Source: an optimization exercise on an open RTL-to-GDS flow (aim: small area). Production flows keep margins and buffers that such runs may drop.
The RTL was checked by simulation tests, not by an equivalence proof against the original design.

==> flow/design.v, too long to show whole: its modules and the start of the top module <==
// module DCT_1D: 1241 lines
// module DCT_2D: 1245 lines
// module TPmem_1: 26 lines
// module TPmem_2: 26 lines
// module counter1: 11 lines
// module dct2d_top: 21 lines
module dct2d_top (clk, rst_n, pix_row, coef_row);
  // ...
==> flow/flow/run.sh <==
#!/bin/bash
# Standard layout, with one netlist pass between synthesis and floorplan:
# flow/invpush.py rebuilds full adders in complemented form, and half adders
# as XOR/XNOR plus a NAND/NOR-type gate, where that removes inverters.
# Registers and the logic function are unchanged.
set -euo pipefail
R=orfs/results/${FLOW_PLATFORM}/dct2d_top/base
bash standard.sh synth > synth.log 2>&1
cp "$R/1_2_yosys.v" netlist_synth.v
python3 flow/invpush.py netlist_synth.v "$R/1_2_yosys.v" > invpush.log 2>&1
rm -f "$R/1_synth.odb" "$R/1_synth.sdc"
touch "$R/1_2_yosys.v"
bash standard.sh finish > layout.log 2>&1
==> flow/standard.sh <==
#!/bin/bash
# synth_recipe.tcl (not shown) runs the flow's synth.tcl, then flattens the netlist and writes it again
# the make line also repeats each setting of config.mk as NAME=value (left out here)
make -C /OpenROAD-flow-scripts/flow DESIGN_CONFIG=/design/flow/config.mk WORK_HOME=/design/flow/orfs CLKGATE_MAP_FILE= SYNTH_SCRIPT=/design/flow/synth_recipe.tcl "${@:-finish}"
==> flow/config.mk <==
export PLATFORM = sky130hd
export DESIGN_NAME = dct2d_top
export DESIGN_NICKNAME = dct2d_top
export VERILOG_FILES = /design/flow/design.v
export SDC_FILE = /design/flow/constraint.sdc
export NUM_CORES = 4
export LEC_CHECK = 0
export CAP_MARGIN = 20
export CORE_MARGIN = 2
export CORE_UTILIZATION = 75
export CTS_CLUSTER_DIAMETER = 100
export CTS_CLUSTER_SIZE = 30
export SLEW_MARGIN = 20
==> flow/constraint.sdc <==
create_clock -name core_clock -period 12.0 [get_ports {clk}]
set_input_delay 2.4000 -clock core_clock [delete_from_list [all_inputs] [get_ports {clk}]]
set_output_delay 2.4000 -clock core_clock [all_outputs]
set_load 0.01 [all_outputs]
Not shown: flow/flow/invpush.py
==> impl_results.md, run 1 <==
* Status: complete, no violations
* GR Layer Usage met2 at 62.2%
* WP data required at 12.50 ns
* PortBufs at 137
* Worst hold path type: flop to flop
* WP data arrival at 11.71 ns
* Slew HR at 21.3%
* Site Rows at 96
* CTS clock-pin slew for the worst setup and hold paths at 0.11 ns
* Drt pass-1 iters at 8
* Flop2flop setup slack at 0.79 ns
* Peak Freq at 89.2 MHz
* Reg2reg end: TP2.lane[0].q[11]$_DFF_P_
* Layout cell share with drive strength beyond 1 at 2.87%
* Antenna Nets Post-Route at 0
* Clk sinks at 1335
* Largest regs: TP1.lane.q: 651 flops, TP2.lane.q: 612 flops, pix_q: 64 flops
* TritonCTS clock tree: built
* Wirelength per Cell at 25.3 um
* Type of origin of the critical path: flop
* Max clock buf depth at 3
* Worst reg2reg path depth at 30
* Final-layout clock buffer total at 54
* WP buf/inv at 2
* Max reg flops at 651
* Multi-input gate share of total cell area at 42.7%
* Mapped Area at 0.0521 mm2
* Non-filler cells, final at 4665
* Worst Setup SP: cnt.count[4]$_SDFF_PN0_
* Total GRT Usage at 34.5%
* Vias per Instance at 5.97
* Worst setup EP type: flop
* Taps Inserted at 931
* CORE AREA at 0.0687 mm2
* Routed WL at 118 mm
* Minimum clock period at 11.21 ns
* Crit-path leading delay family: adder cells
* Placed Cells at 4598
* Hold slack at 0.314 ns
* GR peak layer: met2
==> run 2: changes to the inputs <==
--- a/flow/config.mk
+++ b/flow/config.mk
@@ -7,5 +7,6 @@
 export LEC_CHECK = 0
+export ABC_AREA = 1
 export CAP_MARGIN = 20
 export CORE_MARGIN = 2
-export CORE_UTILIZATION = 75
+export CORE_UTILIZATION = 70
 export CTS_CLUSTER_DIAMETER = 100
==> run 2 against run 1 <==
Net effect: clock skew increased by 0.0060 ns; die area increased by 9.1%; sequential share of layout area decreased by 1.0 points; clock-buffer cell count increased by 2; setup slack got worse by 0.060 ns; critical endpoint is now TP2.lane[0].q[5]$_DFF_P_; global-route usage decreased by 5.0 points.
==> impl_results.md, run 2 <==
* Detailed-route via count at 28000 (was 27800)
* Wirelength per Cell at 21.1 um (was 25.3 um)
* Final setup viols at 0 (unchanged)
* WP data required at 12.58 ns (was 12.50 ns)
* Type of origin of the critical path: flop (unchanged)
* Minimum clock period at 11.27 ns (was 11.21 ns)
* Site Rows at 100 (was 96)
* Largest regs: TP1.lane.q: 651 flops, TP2.lane.q: 612 flops, pix_q: 64 flops (unchanged)
* Commonest cells after routing, fill and taps aside: dfxtp_1, fa_1, nand2_1 (was dfxtp_1, fa_1, a22oi_1)
* CORE AREA at 0.0748 mm2 (was 0.0687 mm2)
* Crit Path Max Fanout at 38 (was 25)
* I/O pin count at 162 (unchanged)
* Worst-margin pin slew at 0.984 ns (was 1.18 ns)
* RePlAce Congestion at 0.926 (was 0.935)
* Antenna Nets Post-Route at 0 (unchanged)
* TritonCTS clock tree: built (unchanged)
* Full die area at 0.0781 mm2 (was 0.0716 mm2)
* WP data arrival at 11.85 ns (was 11.71 ns)
* Biggest cell delay along the critical path at 0.65 ns (was 0.71 ns)
* Root Buffer: clkbuf_16 (unchanged)
* Layout area overhead at 7.51% (was 7.28%)
* CP Class: flop to flop (unchanged)
* Initial core utilization at 71.0% (was 75.8%)
* Vias in the first global route at 30300 (was 31500)
* Layout Skew at 0.0371 ns (was 0.0311 ns)
* Status: complete, no violations (unchanged)
* RSZ-0062 raised after global routing: no (unchanged)
* Number of max-cap violations at 0 (unchanged)
* Multi-input gate area at 0.0244 mm2 (was 0.0239 mm2)
* Antenna violations before repair at 5 (was 4)
* Drt pass-1 iters at 5 (was 8)
* Total area of sequential cells at 0.0267 mm2 (unchanged)
* Max clock buf depth at 3 (unchanged)
* Nets@finish at 5156 (was 4644)
* Synth warn at 5 (unchanged)
* Reg with most FFs: TP1.lane.q (unchanged)
* CTS Buf Count at 53 (was 52)
* Layout cell share with drive strength beyond 1 at 3.52% (was 2.87%)
* Filler cells at 4703 (was 3601)
* Worst skew pair latency at 0.67 ns (about the same)
* Clk sinks at 1335 (unchanged)
* Synthesized instance count at 4087 (was 3600)
* First-pass GRT wire length at 171 mm (was 181 mm)
* Worst hold path type: flop to flop (unchanged)
* Largest net degree at the start of global routing at 74 (was 85)
* Die Ht at 279 um (was 268 um)
* Worst setup EP type: flop (unchanged)
* CTS clock-pin slew for the worst setup and hold paths at 0.11 ns (about the same)
* H-tree depth at 2 (unchanged)
* WP buf/inv at 6 (was 2)
* Mapped Area at 0.0531 mm2 (was 0.0521 mm2)
* Vias per Instance at 5.38 (was 5.97)
* Hold Fails Final Rpt at 0 (unchanged)
* Final Cycle Share at 94.0% (was 93.4%)
* Commonest non-fill, non-tap cell in the layout: dfxtp_1 (unchanged)
* Most Frequent Cell on Critical Path: fa_1 (unchanged)
* Critical path's slowest cell: dfxtp_4 (was dfxtp_2)
* Mapped Avg Cell Area at 13.0 um2 (was 14.5 um2)
* Slew HR at 34.4% (was 21.3%)
* DP HPWL at 86.1 mm (was 88.3 mm)
* Max reg flops at 651 (unchanged)
* Setup TNS at 0 ns (unchanged)
* Max-slew violations at 0 (unchanged)
* PortBufs at 137 (unchanged)
* GRT overflow at 0 (unchanged)
* Peak Freq at 88.7 MHz (was 89.2 MHz)
* # DRC at 0 (unchanged)
* Crit-path leading delay family: adder cells (unchanged)
* Total GRT Usage at 29.5% (was 34.5%)
* Routed WL at 110 mm (was 118 mm)
* Die width at 279 um (was 268 um)
* DR iter-0 viols at 1677 (was 2417)
run 2: through the flow:
| stage | setup WS (ns) | instance area, um2 | util [%] | instances | hold WS, ns |
|---|---|---|---|---|---|
| 2_1_floorplan | 0.831 | 53200 | - | 4110 | 0.310 |
| 3_3_place_gp | 0.826 | 55500 | 74.2 | 5136 | 0.310 |
| 3_5_place_dp | 0.554 | 55500 | 74.2 | 5136 | 0.312 |
| 4_1_cts | 0.490 | 57100 | 76.3 | 5202 | 0.315 |
| 5_1_grt | 0.0256 | 57100 | 76.3 | 5203 | 0.309 |
| 6_report | 0.726 | 57100 | 76.3 | 5205 | 0.316 |
run 2: area by class of cell:
class                           count  share of cell area, %
Tap cell                          969                   2.12
Clock buffer                       56                   2.38
Timing Repair Buffer              174                   2.91
Sequential cell                  1335                   46.9
Clock inverter                     10                  0.331
Multi-Input combinational cell   2262                   42.8
Antenna cell                        2                0.00877
Inverter                          397                   2.61
run 2: layer usage:
| layer | global-route usage, % | part of all wire, % | up-vias |
|---|---|---|---|
| li1 | - | - | 12800 |
| met1 | 36.3 | 38 | 14100 |
| met2 | 51.3 | 51 | 757 |
| met3 | 3.64 | 4.6 | 290 |
| met4 | 15.5 | 6.3 | 2 |
| met5 | 0 | 0.012 | - |
run 2: worst paths after layout:
| kind | start | endpoint | slack, ns | depth (start not counted) |
|---|---|---|---|---|
| setup / recovery | cnt.count[1]$_SDFF_PN1_ | TP2.lane[0].q[5]$_DFF_P_ | 0.73 | 35 |
| hold / removal | TP1.lane[0].q[29]$_DFF_P_ | TP1.lane[0].q[36]$_DFF_P_ | 0.32 | 0 |
| setup reg to reg | cnt.count[1]$_SDFF_PN1_ | TP2.lane[0].q[5]$_DFF_P_ | 0.73 | 35 |
| hold reg to reg | TP1.lane[0].q[29]$_DFF_P_ | TP1.lane[0].q[36]$_DFF_P_ | 0.32 | 0 |
run 2: repair_timing:
action / CTS / global route
setup buffers: 0 / 1
hold buffers: 0 / 0
setup endpoints to repair: 0 / 9
gates resized for setup: 0 / 1
==> run 3: changes to the inputs <==
--- a/flow/config.mk
+++ b/flow/config.mk
@@ -7,3 +7,2 @@
 export LEC_CHECK = 0
-export ABC_AREA = 1
 export CAP_MARGIN = 20
==> run 3 against run 2 <==
Net effect: final area decreased by 1.8%; synthesized cell count is 12% lower; first-iteration DRC count increased by 6.1%; hold slack improved by 0.0018 ns; routed wire length down 1.8%; clock skew fell by 0.0029 ns; clock-buffer cell count unchanged.
==> impl_results.md, run 3 <==
* Hold Fails Final Rpt at 0 (unchanged)
* # DRC at 0 (unchanged)
* Synth warn at 5 (unchanged)
* Drt pass-1 iters at 5 (unchanged)
* Worst-margin pin slew at 1.00 ns (was 0.984 ns)
* Detailed-route via count at 26700 (was 28000)
* Minimum clock period at 11.21 ns (was 11.27 ns)
* CTS clock-pin slew for the worst setup and hold paths at 0.11 ns (about the same)
* Antenna Nets Post-Route at 0 (unchanged)
* PortBufs at 137 (unchanged)
* Root Buffer: clkbuf_16 (unchanged)
* Vias in the first global route at 30100 (was 30300)
* Vias per Instance at 5.66 (was 5.38)
* CORE AREA at 0.0741 mm2 (was 0.0748 mm2)
* Commonest non-fill, non-tap cell in the layout: dfxtp_1 (unchanged)
* Setup TNS at 0 ns (unchanged)
* Worst skew pair latency at 0.66 ns (was 0.67 ns)
* Placed Cells at 4649 (was 5136)
* Die Ht at 277 um (was 279 um)
* CTS Buf Count at 53 (unchanged)
* Slew HR at 33.2% (was 34.4%)
* Layout Skew at 0.0342 ns (was 0.0371 ns)
* Site Rows at 100 (unchanged)
* Max clock buf depth at 3 (unchanged)
* CTS resizes at 0 (unchanged)
* CP Class: flop to flop (unchanged)
* WP data required at 12.57 ns (was 12.58 ns)
* Worst setup EP type: flop (unchanged)
* Status: complete, no violations (unchanged)
* Layout cell share with drive strength beyond 1 at 3.23% (was 3.52%)
* Die width at 277 um (was 279 um)
* Total GRT Usage at 29.2% (was 29.5%)
* Number of max-cap violations at 0 (unchanged)
* Largest net degree at the start of global routing at 74 (unchanged)
* Synthesized instance count at 3600 (was 4087)
* Initial core utilization at 70.3% (was 71.0%)
* Crit Path Max Fanout at 58 (was 38)
* DP HPWL at 83.5 mm (was 86.1 mm)
* Biggest cell delay along the critical path at 0.81 ns (was 0.65 ns)
* Peak Freq at 89.2 MHz (was 88.7 MHz)
* Clk sinks at 1335 (unchanged)
* Antenna violations before repair at 1 (was 5)
* RePlAce Congestion at 0.936 (was 0.926)
* Routed WL at 108 mm (was 110 mm)
* Hold slack at 0.318 ns (was 0.316 ns)
* Mapped Area at 0.0521 mm2 (was 0.0531 mm2)
* Critical path's slowest cell: dfxtp_4 (unchanged)
* Commonest cells after routing, fill and taps aside: dfxtp_1, fa_1, a22oi_1 (was dfxtp_1, fa_1, nand2_1)
* Setup Fix Bufs, Post-CTS at 0 (unchanged)
* Wirelength per Cell at 22.9 um (was 21.1 um)
* H-tree depth at 2 (unchanged)
* Final setup viols at 0 (unchanged)
* Non-filler cells, final at 4715 (was 5205)
* Fin util at 75.7% (was 76.3%)
* Max reg flops at 651 (unchanged)
* Largest regs: TP1.lane.q: 651 flops, TP2.lane.q: 612 flops, pix_q: 64 flops (unchanged)
* WP data arrival at 11.78 ns (was 11.85 ns)
* RSZ-0062 raised after global routing: no (unchanged)
* First-pass GRT wire length at 169 mm (was 171 mm)
* Final Cycle Share at 93.4% (was 94.0%)
* GRT overflow at 0 (unchanged)
* Hold-fix buffer count after cts at 0 (unchanged)
* Mapped Avg Cell Area at 14.5 um2 (was 13.0 um2)
* Max-slew violations at 0 (unchanged)
* TritonCTS clock tree: built (unchanged)
* I/O pin count at 162 (unchanged)
* Layout area overhead at 7.65% (was 7.51%)
* Nets@finish at 4658 (was 5156)
* Most Frequent Cell on Critical Path: fa_1 (unchanged)
* Reg with most FFs: TP1.lane.q (unchanged)
* Type of origin of the critical path: flop (unchanged)
* DR iter-0 viols at 1779 (was 1677)
* Worst hold path type: flop to flop (unchanged)
* Full die area at 0.0766 mm2 (was 0.0781 mm2)
[run 3: worst paths after layout]
check                           slack (ns)  cells past startpoint                         to                startpoint
worst max-delay path                  0.79                     31  TP2.lane[0].q[10]$_DFF_P_   cnt.count[3]$_SDFF_PN0_
worst min-delay path                  0.32                      0  TP2.lane[3].q[21]$_DFF_P_  TP2.lane[3].q[9]$_DFF_P_
worst max register to register        0.79                     31  TP2.lane[0].q[10]$_DFF_P_   cnt.count[3]$_SDFF_PN0_
worst min register to register        0.32                      0  TP2.lane[3].q[21]$_DFF_P_  TP2.lane[3].q[9]$_DFF_P_
[run 3: worst max-delay path: cells and delay by family (launching register included)]
| kind | cells | cell delay, ns |
|---|---|---|
| adder cells (fa/ha/maj) | 19 | 8.60 |
| buffers and inverters | 2 | 0.15 |
| AND/OR/NAND/NOR | 5 | 0.65 |
| flip-flops | 1 | 0.81 |
| AO/OA/AOI/OAI | 3 | 0.35 |
| XOR/XNOR | 2 | 0.53 |
[run 3: cell type report]
type	instances	area, um2
clock inverters	9	159
diodes	1	2.50
clock buffers	56	1360
well taps	969	1210
multi-input cells	1888	23900
repair buffers	177	1670
flip-flops and latches	1335	26700
inverters	280	1050
fillers	4610	18000
[run 3: per-stage QoR]
| stage | setup slack [ns] | instance area (um2) |
|---|---|---|
| 2_1_floorplan | 1.24 | 52200 |
| 3_3_place_gp | 0.939 | 54500 |
| 3_5_place_dp | 0.835 | 54500 |
| 4_1_cts | 0.829 | 56100 |
| 5_1_grt | 0.175 | 56100 |
| 6_report | 0.789 | 56100 |
[run 3: per-layer routing]
metal | up-vias | global-route usage, % | part of all wire (%)
li1 | 11900 | - | -
met1 | 13800 | 33.6 | 36
met2 | 773 | 54.5 | 55
met3 | 222 | 3.31 | 4.0
met4 | 2 | 13.6 | 5.4
met5 | - | 0 | 0.012
==> run 4: changes to the inputs <==
==> flow/flow/run.sh (replaced) <==
#!/bin/bash
# Standard layout, with two netlist passes between synthesis and floorplan.
# flow/invpush.py builds full adders and majority gates in complemented form,
# and half adders and XOR gates in whichever polarity suits their neighbours,
# where that removes inverters.  flow/muxmap.py rebuilds six-input AND-OR
# selects (nand3 of three a22oi) as nand2 of two a222oi.  Registers and the
# logic function are unchanged; each tool writes its own log here.
set -euo pipefail
R=orfs/results/${FLOW_PLATFORM}/dct2d_top/base
bash standard.sh synth > synth.log 2>&1
cp "$R/1_2_yosys.v" netlist_synth.v
python3 flow/invpush.py netlist_synth.v netlist_invpush.v > invpush.log 2>&1
python3 flow/muxmap.py netlist_invpush.v "$R/1_2_yosys.v" > muxmap.log 2>&1
rm -f "$R/1_synth.odb" "$R/1_synth.sdc"
touch "$R/1_2_yosys.v"
bash standard.sh finish > layout.log 2>&1
==> flow/flow/muxmap.py (new file) <==
#!/usr/bin/env python3
"""Rebuilds six-input AND-OR selects in a sky130hd netlist with fewer cells.

nand3(a22oi(p1, p2), a22oi(p3, p4), a22oi(p5, p6)) is the OR of six
two-input products; so is nand2(a222oi(p1, p2, p3), a222oi(p4, p5, p6)),
which is smaller (2 x 10.0 + 3.75 um2 against 3 x 7.5 + 5.0 um2).  Only
AND-OR trees whose inner gates feed nothing else are rebuilt; the function
is unchanged.

usage: muxmap.py IN.v OUT.v
"""
import re
import sys
from collections import defaultdict

src = open(sys.argv[1]).read()
m = re.search(r"^module\s.*?;\n", src, re.M | re.S)
head_end = m.end()
end = src.rindex("endmodule")
body = re.sub(r"\(\*.*?\*\)", "", src[head_end:end], flags=re.S)
inst_re = re.compile(r"\s*(sky130_fd_sc_hd__\w+)\s+(\\\S+\s|\S+)\s*\((.*)\)\s*;\s*$", re.S)
stmts = []
for st in re.findall(r"[^;]*;", body, re.S):
    mm = inst_re.match(st)
    if mm:
        pins = [(pm.group(1), pm.group(2).strip())
                for pm in re.finditer(r"\.(\w+)\(((?:\\\S+\s)|[^()]*?)\s*\)", mm.group(3))]
        stmts.append(["inst", mm.group(1), mm.group(2), pins])
    else:
        stmts.append(["text", st])
rest = body[body.rfind(";") + 1:]
insts = [s for s in stmts if s[0] == "inst"]
OUT_PINS = {"X", "Y", "Q", "Q_N", "SUM", "COUT", "HI", "LO"}
text = "".join(s[1] for s in stmts if s[0] == "text" and "assign" in s[1])
ports = set(re.findall(r"(?:input|output)\s*(?:\[\d+:\d+\])?\s*(\w+)", src[:head_end] + body))

driver = {}
nload = defaultdict(int)
for k, s in enumerate(insts):
    for p, n in s[3]:
        if p in OUT_PINS:
            driver[n] = k
        else:
            nload[n] += 1


def pins(k):
    return dict(insts[k][3])


def private(n):
    """net n feeds exactly one pin and is not a port or used in text"""
    base = n.split("[")[0].lstrip("\\").strip()
    return nload[n] == 1 and base not in ports and not re.search(r"(?<![\w\\$.])" + re.escape(n.strip()) + r"(?![\w$\[])", text)


drop = set()
new = {}
for k, s in enumerate(insts):
    if s[1] != "sky130_fd_sc_hd__nand3_1":
        continue
    p = pins(k)
    ins = [p["A"], p["B"], p["C"]]
    srcs = [driver.get(n) for n in ins]
    if any(d is None or insts[d][1] != "sky130_fd_sc_hd__a22oi_1" or d in drop for d in srcs):
        continue
    if len(set(srcs)) != 3 or not all(private(n) for n in ins):
        continue
    pairs = []
    for d in srcs:
        q = pins(d)
        pairs += [(q["A1"], q["A2"]), (q["B1"], q["B2"])]
    g1, g2, g3 = srcs
    y1, y2 = ins[0], ins[1]
    new[g1] = ("sky130_fd_sc_hd__a222oi_1", insts[g1][2],
               [("A1", pairs[0][0]), ("A2", pairs[0][1]), ("B1", pairs[1][0]), ("B2", pairs[1][1]),
                ("C1", pairs[2][0]), ("C2", pairs[2][1]), ("Y", y1)])
    new[g2] = ("sky130_fd_sc_hd__a222oi_1", insts[g2][2],
               [("A1", pairs[3][0]), ("A2", pairs[3][1]), ("B1", pairs[4][0]), ("B2", pairs[4][1]),
                ("C1", pairs[5][0]), ("C2", pairs[5][1]), ("Y", y2)])
    new[k] = ("sky130_fd_sc_hd__nand2_1", s[2], [("A", y1), ("B", y2), ("Y", p["Y"])])
    drop.update([g1, g2, g3])
    drop.discard(g1)
    drop.discard(g2)
    drop.add(g3)


def fmt(n):
    return n + " " if n.startswith("\\") and not n.endswith(" ") else n


def inst_text(typ, name, pl):
    name = name if name.endswith(" ") or not name.startswith("\\") else name + " "
    return "\n  %s %s (\n%s\n  );" % (typ, name, ",\n".join("    .%s(%s)" % (p, fmt(n)) for p, n in pl))


res = [src[:head_end]]
k = -1
count = 0
for s in stmts:
    if s[0] == "text":
        res.append(s[1])
        continue
    k += 1
    if k in new:
        res.append(inst_text(*new[k]))
        continue
    if k in drop:
        continue
    res.append(inst_text(s[1], s[2], s[3]))
res.append(rest)
res.append("\nendmodule\n")
res.append(src[end + len("endmodule"):].lstrip("\n"))
open(sys.argv[2], "w").write("".join(res))
print("rebuilt %d six-input selects" % (len(new) // 3), file=sys.stderr)
--- a/flow/config.mk
+++ b/flow/config.mk
@@ -9,3 +9,3 @@
 export CORE_MARGIN = 2
-export CORE_UTILIZATION = 70
+export CORE_UTILIZATION = 75
 export CTS_CLUSTER_DIAMETER = 100
==> run 4 against run 3 <==
Net effect: still clean; final cell count down 4.2%; setup slack worse by 0.26 ns; highest routed layer unchanged.
==> impl_results.md, run 4 <==
* Status: complete, no violations (unchanged)
* Worst skew pair latency at 0.68 ns (was 0.66 ns)
* CTS clock-pin slew for the worst setup and hold paths at 0.11 ns (about the same)
* Crit Path Max Fanout at 33 (was 58)
* Most Frequent Cell on Critical Path: fa_1 (unchanged)
* CORE AREA at 0.0685 mm2 (was 0.0741 mm2)
* Initial core utilization at 75.5% (was 70.3%)
* Biggest cell delay along the critical path at 0.73 ns (was 0.81 ns)
* # DRC at 0 (unchanged)
* RSZ-0062 raised after global routing: no (unchanged)
* Layout cell share with drive strength beyond 1 at 3.00% (was 3.23%)
* Mapped Avg Cell Area at 14.8 um2 (was 14.5 um2)
* GR Layer Usage met2 at 60.1% (was 54.5%)
* Peak Freq at 87.2 MHz (was 89.2 MHz)
* Synth warn at 5 (unchanged)
* Post-route cell area at 0.0555 mm2 (was 0.0561 mm2)
* Mapped Area at 0.0517 mm2 (was 0.0521 mm2)
* Met3 GRT Util at 5.56% (was 3.31%)
* Vias in the first global route at 31100 (was 30100)
* Worst-margin pin slew at 1.02 ns (was 1.00 ns)
* Area after DPL at 0.0539 mm2 (was 0.0545 mm2)
* Worst Hold Depth at 0 (unchanged)
* CTS resizes at 0 (unchanged)
* Hold Fails Final Rpt at 0 (unchanged)
* Commonest non-fill, non-tap cell in the layout: dfxtp_1 (unchanged)
* Routed WL at 117 mm (was 108 mm)
* WP data arrival at 12.05 ns (was 11.78 ns)
* Hold-fix buffer count after cts at 0 (unchanged)
* WP data required at 12.58 ns (was 12.57 ns)
* DR iter-0 viols at 3015 (was 1779)
* Slew HR at 32.0% (was 33.2%)
* H-tree depth at 2 (unchanged)
* Worst setup EP type: flop (unchanged)
* Worst reg2reg path depth at 32 (was 31)
* Max reg flops at 651 (unchanged)
* Die width at 267 um (was 277 um)
* Worst hold path type: flop to flop (unchanged)
* Antenna violations before repair at 3 (was 1)
* Minimum clock period at 11.47 ns (was 11.21 ns)
* RePlAce Congestion at 0.918 (was 0.936)
* Site Rows at 96 (was 100)
* Reg with most FFs: TP1.lane.q (unchanged)
* Full die area at 0.0710 mm2 (was 0.0766 mm2)
* First-pass GRT wire length at 179 mm (was 169 mm)
* Commonest cells after routing, fill and taps aside: dfxtp_1, fa_1, inv_1 (was dfxtp_1, fa_1, a22oi_1)
* Layout area overhead at 7.39% (was 7.65%)
* Setup Fix Bufs, Post-CTS at 0 (unchanged)
* Filler cells at 3594 (was 4610)
* Detailed-route via count at 27800 (was 26700)
* Max clock buf depth at 3 (unchanged)
* Die Ht at 267 um (was 277 um)
* Total area of sequential cells at 0.0267 mm2 (unchanged)
* TritonCTS clock tree: built (unchanged)
* Synthesized instance count at 3500 (was 3600)
* PortBufs at 137 (unchanged)
* Root Buffer: clkbuf_16 (unchanged)
* Type of origin of the critical path: flop (unchanged)
* I/O pin count at 162 (unchanged)
* Nets@finish at 4543 (was 4658)
* Drt pass-1 iters at 11 (was 5)
* DP HPWL at 87.4 mm (was 83.5 mm)
* Wirelength per Cell at 25.9 um (was 22.9 um)
* Antenna Nets Post-Route at 0 (unchanged)
* Clk sinks at 1335 (unchanged)
* Multi-input gate area at 0.0235 mm2 (was 0.0239 mm2)
* Number of max-cap violations at 0 (unchanged)
* Critical path's slowest cell: dfxtp_2 (was dfxtp_4)
* CP Class: flop to flop (unchanged)
* Layout Skew at 0.0385 ns (was 0.0342 ns)
* Met1 Use GR at 37.6% (was 33.6%)
* Max-slew violations at 0 (unchanged)
* Vias per Instance at 6.14 (was 5.66)
* GR peak layer: met2 (unchanged)
* CTS Buf Count at 54 (was 53)
* Final setup viols at 0 (unchanged)
* Largest net degree at the start of global routing at 79 (was 74)
* Largest regs: TP1.lane.q: 651 flops, TP2.lane.q: 612 flops, pix_q: 64 flops (unchanged)
* Total GRT Usage at 34.2% (was 29.2%)
* Final Cycle Share at 95.6% (was 93.4%)
* GRT overflow at 0 (unchanged)
* Setup TNS at 0 ns (unchanged)
-- run 4: final timing paths --
| kind | from | to | slack (ns) |
|---|---|---|---|
| max | cnt.count[4]$_SDFF_PN0_ | TP2.lane[0].q[9]$_DFF_P_ | 0.53 |
| min | TP2.lane[2].q[5]$_DFF_P_ | TP2.lane[2].q[17]$_DFF_P_ | 0.31 |
| max reg2reg | cnt.count[4]$_SDFF_PN0_ | TP2.lane[0].q[9]$_DFF_P_ | 0.53 |
| min reg2reg | TP2.lane[2].q[5]$_DFF_P_ | TP2.lane[2].q[17]$_DFF_P_ | 0.31 |
-- run 4: per-stage QoR --
| stage | instances | hold WS (ns) | utilization, % | setup slack [ns] |
|---|---|---|---|---|
| finish | 4518 | 0.306 | 81.1 | 0.531 |
| global route | 4516 | 0.303 | 81.1 | 0.00313 |
| CTS | 4516 | 0.303 | 81.1 | 0.563 |
| detailed placement | 4446 | 0.312 | 78.8 | 0.648 |
| global placement | 4446 | 0.310 | 78.8 | 0.847 |
| floorplan | 3523 | 0.310 | - | 1.23 |
-- run 4: cell type report --
type / count / share of cell area (%)
well taps: 882 / 1.99
multi-input cells: 1788 / 42.3
clock buffers: 57 / 2.45
flip-flops and latches: 1335 / 48.2
inverters: 280 / 1.89
repair buffers: 161 / 2.79
diodes: 2 / 0.00901
clock inverters: 13 / 0.392
-- run 4: routing by layer --
layer / wire length (um) / part of all wire [%]
met2: 60900 / 52
met1: 38900 / 33
met5: 13 / 0.011
met3: 7120 / 6.1
met4: 10300 / 8.8
-- run 4: worst max-delay path: cells and delay by family, from the launching register on --
kind,cells,cell delay [ns]
DFF,1,0.73
buffers and inverters,5,0.85
AOI/OAI and AO/OA,3,0.47
adders and majority gates,18,7.86
and+or+nand+nor,2,0.42
xor gates and xnor gates,4,1.03
==> run 5: changes to the inputs <==
--- a/flow/config.mk
+++ b/flow/config.mk
@@ -9,3 +9,3 @@
 export CORE_MARGIN = 2
-export CORE_UTILIZATION = 75
+export CORE_UTILIZATION = 78
 export CTS_CLUSTER_DIAMETER = 100
==> run 5 against run 4 <==
Net effect: die area fell by 3.8%; final cell count fell by 0.42%; critical endpoint is now TP2.lane[0].q[4]$_DFF_P_; routed wire length fell by 1.1%; sequential cell count did not move; setup slack got worse by 0.040 ns; sequential share of layout area rose by 0.062 points; clock-buffer cell count fell by 1.
==> impl_results.md, run 5 <==
* CTS Buf Count at 53 (was 54)
* Final setup margin at 0.490 ns (was 0.531 ns)
* Most Frequent Cell on Critical Path: fa_1 (unchanged)
* Final setup viols at 0 (unchanged)
* Max reg flops at 651 (unchanged)
* Biggest cell delay along the critical path at 0.90 ns (was 0.73 ns)
* H-tree depth at 2 (unchanged)
* Hold_sp: TP1.lane[4].q[10]$_DFF_P_ (was TP2.lane[2].q[5]$_DFF_P_)
* Hold path endpoint: TP1.lane[4].q[17]$_DFF_P_ (was TP2.lane[2].q[17]$_DFF_P_)
* Pre-CTS WS at 0.612 ns (was 0.648 ns)
* Drt pass-1 iters at 9 (was 11)
* Synthesized instance count at 3500 (unchanged)
* RePlAce Congestion at 0.966 (was 0.918)
* Layout area overhead at 7.25% (was 7.39%)
* Largest regs: TP1.lane.q: 651 flops, TP2.lane.q: 612 flops, pix_q: 64 flops (unchanged)
* Filler cells at 3174 (was 3594)
* Commonest cells after routing, fill and taps aside: dfxtp_1, fa_1, inv_1 (unchanged)
* Routed WL at 116 mm (was 117 mm)
* Setup Fix Bufs, Post-CTS at 0 (unchanged)
* Critical path's slowest cell: dfxtp_4 (was dfxtp_2)
* Total GRT Usage at 35.1% (was 34.2%)
* Die Ht at 261 um (was 267 um)
* Die width at 261 um (was 267 um)
* CORE AREA at 0.0657 mm2 (was 0.0685 mm2)
* Status: complete, no violations (unchanged)
* Nets@finish at 4548 (was 4543)
* Full die area at 0.0684 mm2 (was 0.0710 mm2)
* Antenna Nets Post-Route at 0 (unchanged)
* I/O pin count at 162 (unchanged)
* Wirelength per Cell at 25.8 um (was 25.9 um)
* Antenna violations before repair at 2 (was 3)
* Type of origin of the critical path: flop (unchanged)
* DP HPWL at 86.4 mm (was 87.4 mm)
* Vias per Instance at 6.16 (was 6.14)
* Vias in the first global route at 30900 (was 31100)
* Peak Freq at 86.9 MHz (was 87.2 MHz)
* Worst reg2reg path depth at 29 (was 32)
* Setup TNS at 0 ns (unchanged)
* Clk sinks at 1335 (unchanged)
* Hold-fix buffer count after cts at 0 (unchanged)
* Reg-to-Reg Start: cnt.count[0]$_SDFF_PN0_ (was cnt.count[4]$_SDFF_PN0_)
* GRT overflow at 0 (unchanged)
* Root Buffer: clkbuf_16 (unchanged)
* Crit Path Max Fanout at 64 (was 33)
* Antenna diodes at 0 (was 2)
* Layout cell share with drive strength beyond 1 at 3.03% (was 3.00%)
* Worst Hold Depth at 0 (unchanged)
* Hold Fails Final Rpt at 0 (unchanged)
* Reg2reg end: TP2.lane[0].q[4]$_DFF_P_ (was TP2.lane[0].q[9]$_DFF_P_)
* First-pass GRT wire length at 176 mm (was 179 mm)
* Initial core utilization at 78.6% (was 75.5%)
* RSZ-0062 raised after global routing: no (unchanged)
* # DRC at 0 (unchanged)
* Commonest non-fill, non-tap cell in the layout: dfxtp_1 (unchanged)
* Site Rows at 94 (was 96)
* Number of max-cap violations at 0 (unchanged)
* Largest net degree at the start of global routing at 90 (was 79)
* Worst-margin pin slew at 1.06 ns (was 1.02 ns)
* Worst setup EP type: flop (unchanged)
* Slew HR at 29.1% (was 32.0%)
* Synth warn at 5 (unchanged)
* Worst hold path type: flop to flop (unchanged)
* Flop2flop setup slack at 0.49 ns (was 0.53 ns)
* WP data required at 12.58 ns (about the same)
* PortBufs at 137 (unchanged)
* Final Cycle Share at 95.9% (was 95.6%)
* CTS resizes at 0 (unchanged)
* Mapped Area at 0.0517 mm2 (unchanged)
* WP data arrival at 12.09 ns (was 12.05 ns)
* Minimum clock period at 11.51 ns (was 11.47 ns)
* Mapped Avg Cell Area at 14.8 um2 (unchanged)
* Detailed-route via count at 27700 (was 27800)
* Max-slew violations at 0 (unchanged)
* CP Class: flop to flop (unchanged)
* Max clock buf depth at 3 (unchanged)
* TritonCTS clock tree: built (unchanged)
* Worst skew pair latency at 0.68 ns (about the same)
* Reg with most FFs: TP1.lane.q (unchanged)
* DR iter-0 viols at 2896 (was 3015)
* Layout Skew at 0.0396 ns (was 0.0385 ns)
* CTS clock-pin slew for the worst setup and hold paths at 0.12 ns (was 0.11 ns)
run 5: worst max-delay path by stage:
stage / depth (start not counted) / to / from
global placement: 33 / TP2.lane[0].q[11]$_DFF_P_ / cnt.count[4]$_SDFF_PN0_
floorplan: 33 / TP2.lane[0].q[0]$_DFF_P_ / cnt.count[2]$_SDFF_PN0_
CTS: 30 / TP2.lane[0].q[11]$_DFF_P_ / cnt.count[0]$_SDFF_PN0_
global route: 34 / TP2.lane[0].q[10]$_DFF_P_ / cnt.count[4]$_SDFF_PN0_
detailed placement: 34 / TP2.lane[0].q[10]$_DFF_P_ / cnt.count[4]$_SDFF_PN0_
finish: 29 / TP2.lane[0].q[4]$_DFF_P_ / cnt.count[0]$_SDFF_PN0_
run 5: through the flow:
stage	hold WS, ns	area, um2	utilization (%)	instances
floorplan	0.310	51800	-	3523
global placement	0.310	53900	82.1	4434
detailed placement	0.312	53900	82.1	4434
CTS	0.322	55400	84.3	4499
global route	0.324	55400	84.3	4499
finish	0.315	55400	84.3	4499
run 5: per-layer routing:
metal  track usage, %  up-vias  wire, um
met5                0        -        18
li1                 -    11600         -
met2             61.2     1436     59400
met4             27.2        2     10900
met1             38.7    14100     37700
met3             5.65      513      7850
run 5: cell type report:
class	count	area [um2]	share of cell area [%]
Multi-Input combinational cell	1788	23500	42.3
Timing Repair Buffer	167	1600	2.88
Clock inverter	9	140	0.253
Sequential cell	1335	26700	48.2
Tap cell	864	1080	1.95
Inverter	280	1050	1.90
Clock buffer	56	1360	2.45
run 5: critical path: cells and delay by family (launching register included):
family                     cells  cell delay [ns]
DFF                            1             0.90
and+or+nand+nor                2             0.22
AOI/OAI and AO/OA              4             0.78
adders and majority gates     19             8.69
buffers and inverters          2             0.15
xor gates and xnor gates       2             0.55

what the ideal ports hide:
No port has a modelled driver above. Below, the same layouts with a new extraction and two added sets of constraints. Step 1 assumes that a clkbuf_16 drives the clock port and a buf_2 every other input. Step 2 also shifts input and output timing later by t, the mid clock arrival at the registers, as if the neighbouring blocks saw the same clock. Three values: ideal, step 1, step 2; two values: the first two.
run	t, ns	setup WS [ns]	worst setup path at the end
run 1	0.712	0.786 / 0.786 / 0.786	register to register
run 2	0.720	0.726 / 0.726 / 0.726	register to register
run 3	0.706	0.789 / 0.789 / 0.789	register to register
run 4	0.733	0.531 / 0.531 / 0.531	register to register
run 5	0.722	0.490 / 0.490 / 0.490	register to register
After both steps setup and hold are still met in every run listed.
